This design comes from an exercise in tuning for small area on the open sky130 flow, not from production work. Only simulation tests tie the RTL to the original design; equivalence was not proved. Power figures rest on the tool's default switching activity, not on a simulated workload.

// LEGLiteSingle
module LEGLiteSingle(
	iaddr,		 
	daddr,		 
	dwrite,		 
	dread,		 
	dwdata,		 
	alu_out,	 
	clock,
	idata,		 
	ddata,		 
	reset,
	probe
	);
==> flow/config.mk <==
export PLATFORM = sky130hd
export DESIGN_NAME = LEGLiteSingle
export DESIGN_NICKNAME = LEGLiteSingle
export VERILOG_FILES = /design/flow/design.v
export SDC_FILE = /design/flow/constraint.sdc
export NUM_CORES = 4
export LEC_CHECK = 0
export CAP_MARGIN = 10
export CORE_MARGIN = 2
export CORE_UTILIZATION = 50
export GPL_TIMING_DRIVEN = 0
export SLEW_MARGIN = 10
==> flow/constraint.sdc <==
create_clock -name core_clock -period 12.0 [get_ports {clock}]
set_input_delay 2.4000 -clock core_clock [delete_from_list [all_inputs] [get_ports {clock}]]
set_output_delay 2.4000 -clock core_clock [all_outputs]
set_load 0.01 [all_outputs]
standard.sh (not shown) runs the stock make flow with config.mk's settings and CLKGATE_MAP_FILE= SYNTH_SCRIPT=/design/flow/synth_recipe.tcl, a recipe that flattens the netlist after the stock synthesis.
==> flow/flow/run.sh <==
#!/bin/bash
# Layout flow: the standard layout (standard.sh), except that synthesis maps
# the combinational logic with an area-oriented ABC script (flow/abc.script)
# and keeps the decoder stage Sel7 apart, so that its two copies per
# port stay.
# Registers, their names and cell types are as in the standard synthesis.
# The floorplan removes the buffers synthesis put on pass-through wires
# (REMOVE_ABC_BUFFERS); placement then buffers every port as usual.
set -euo pipefail
W=$(pwd)
F=$(cd "$(dirname "${BASH_SOURCE[0]}")" && pwd)

# ORFS's synth.tcl with the ABC script replaced
sed '/synth_preamble.tcl/a lset abc_args 1 '"$F"'/abc.script' \
    "$FLOW_HOME/scripts/synth.tcl" > "$W/area_synth.tcl"
grep -q "lset abc_args 1" "$W/area_synth.tcl"
# The standard flow's synthesis wrapper, sourcing the copy above
sed 's#source \$::env(SCRIPTS_DIR)/synth.tcl#source '"$W"'/area_synth.tcl#' \
    "$W/synth_recipe.tcl" > "$W/area_synth_recipe.tcl"
grep -q "area_synth.tcl" "$W/area_synth_recipe.tcl"
# standard.sh with that synthesis script
sed -E 's#SYNTH_SCRIPT=[^ ]+#SYNTH_SCRIPT='"$W"'/area_synth_recipe.tcl#' \
    "$W/standard.sh" > "$W/area_standard.sh"
grep -q "area_synth_recipe.tcl" "$W/area_standard.sh"

# port buffers: the smallest buffer; no dummy clock-tree loads
export BUFFER_PORTS_ARGS="-buffer_cell sky130_fd_sc_hd__buf_1"
export CTS_ARGS="-sink_clustering_enable -repair_clock_nets -dont_use_dummy_load -sink_clustering_size 8 -buf_list {sky130_fd_sc_hd__clkbuf_4} -root_buf sky130_fd_sc_hd__clkbuf_8"
# repair with small buffers (and upsizing) rather than 6x-16x buffers:
# the platform's don't-use cells plus the large buffers
DU=$(make -s -C "$FLOW_HOME" DESIGN_CONFIG="$W/config.mk" WORK_HOME="$W/orfs" print-DONT_USE_CELLS | sed -n 's/^DONT_USE_CELLS: //p')
[ -n "$DU" ]
DU="$DU sky130_fd_sc_hd__buf_6 sky130_fd_sc_hd__buf_8 sky130_fd_sc_hd__buf_12 sky130_fd_sc_hd__buf_16"
bash "$W/area_standard.sh" "DONT_USE_CELLS=$DU" "SYNTH_KEEP_MODULES=Sel7" REMOVE_ABC_BUFFERS=1 finish > "$W/make_finish.log" 2>&1 || { tail -50 "$W/make_finish.log"; exit 1; }
tail -5 "$W/make_finish.log"
==> flow/flow/abc.script <==
strash
&get -n
&fraig -x
&put
scorr
dc2
strash
&get -n
&dch -f
&nf -p -R 1000 -C 32
&put
Rerun with:
--- a/flow/flow/run.sh
+++ b/flow/flow/run.sh
@@ -28 +28 @@
-export CTS_ARGS="-sink_clustering_enable -repair_clock_nets -dont_use_dummy_load -sink_clustering_size 8 -buf_list {sky130_fd_sc_hd__clkbuf_4} -root_buf sky130_fd_sc_hd__clkbuf_8"
+export CTS_ARGS="-sink_clustering_enable -repair_clock_nets -dont_use_dummy_load -sink_clustering_size 8 -buf_list {sky130_fd_sc_hd__clkbuf_4} -root_buf sky130_fd_sc_hd__clkbuf_4"
Effect:
- The new run produced a clean layout
- synthesized cell count does not change
- design area is about the same
- setup slack improves by 0.021 ns
- global-route usage barely changes
- final cell count hardly moves
- maximum frequency stays flat
- total power shrinks by 0.31%
- die area does not change
- sequential share of layout area is about the same
- critical path depth is unchanged

## separate check: timing with driven ports
How much do the figures lean on ideal ports? The routed layouts below were timed once more, with nothing changed but the port constraints.
Step 1 (the two cells are an assumption about what drives the block):
set clk [get_ports {clock}]
set_driving_cell -lib_cell sky130_fd_sc_hd__clkbuf_16 $clk
set_driving_cell -lib_cell sky130_fd_sc_hd__buf_2 [delete_from_list [all_inputs] $clk]
Step 2, shift: input delay + t, output delay - t, t = (earliest + latest rising clock arrival at the registers) / 2. This alone moves slack from input paths to output paths.
a / b / c = ideal / step 1 / step 2; a / b = the first two.
run | shift t [ns] | slack for setup (ns) | worst register clock-pin slew, ns
the first run | 0.448 | 0.706 / 0.684 / 0.448 | 0.11 / 0.11
the second run | 0.567 | 0.727 / 0.704 / 0.460 | 0.11 / 0.11
After both steps every run listed still meets setup and hold. For the second run, which loses most, drivers alone change the setup slack by -0.023 ns; drivers and shift together by -0.267 ns.
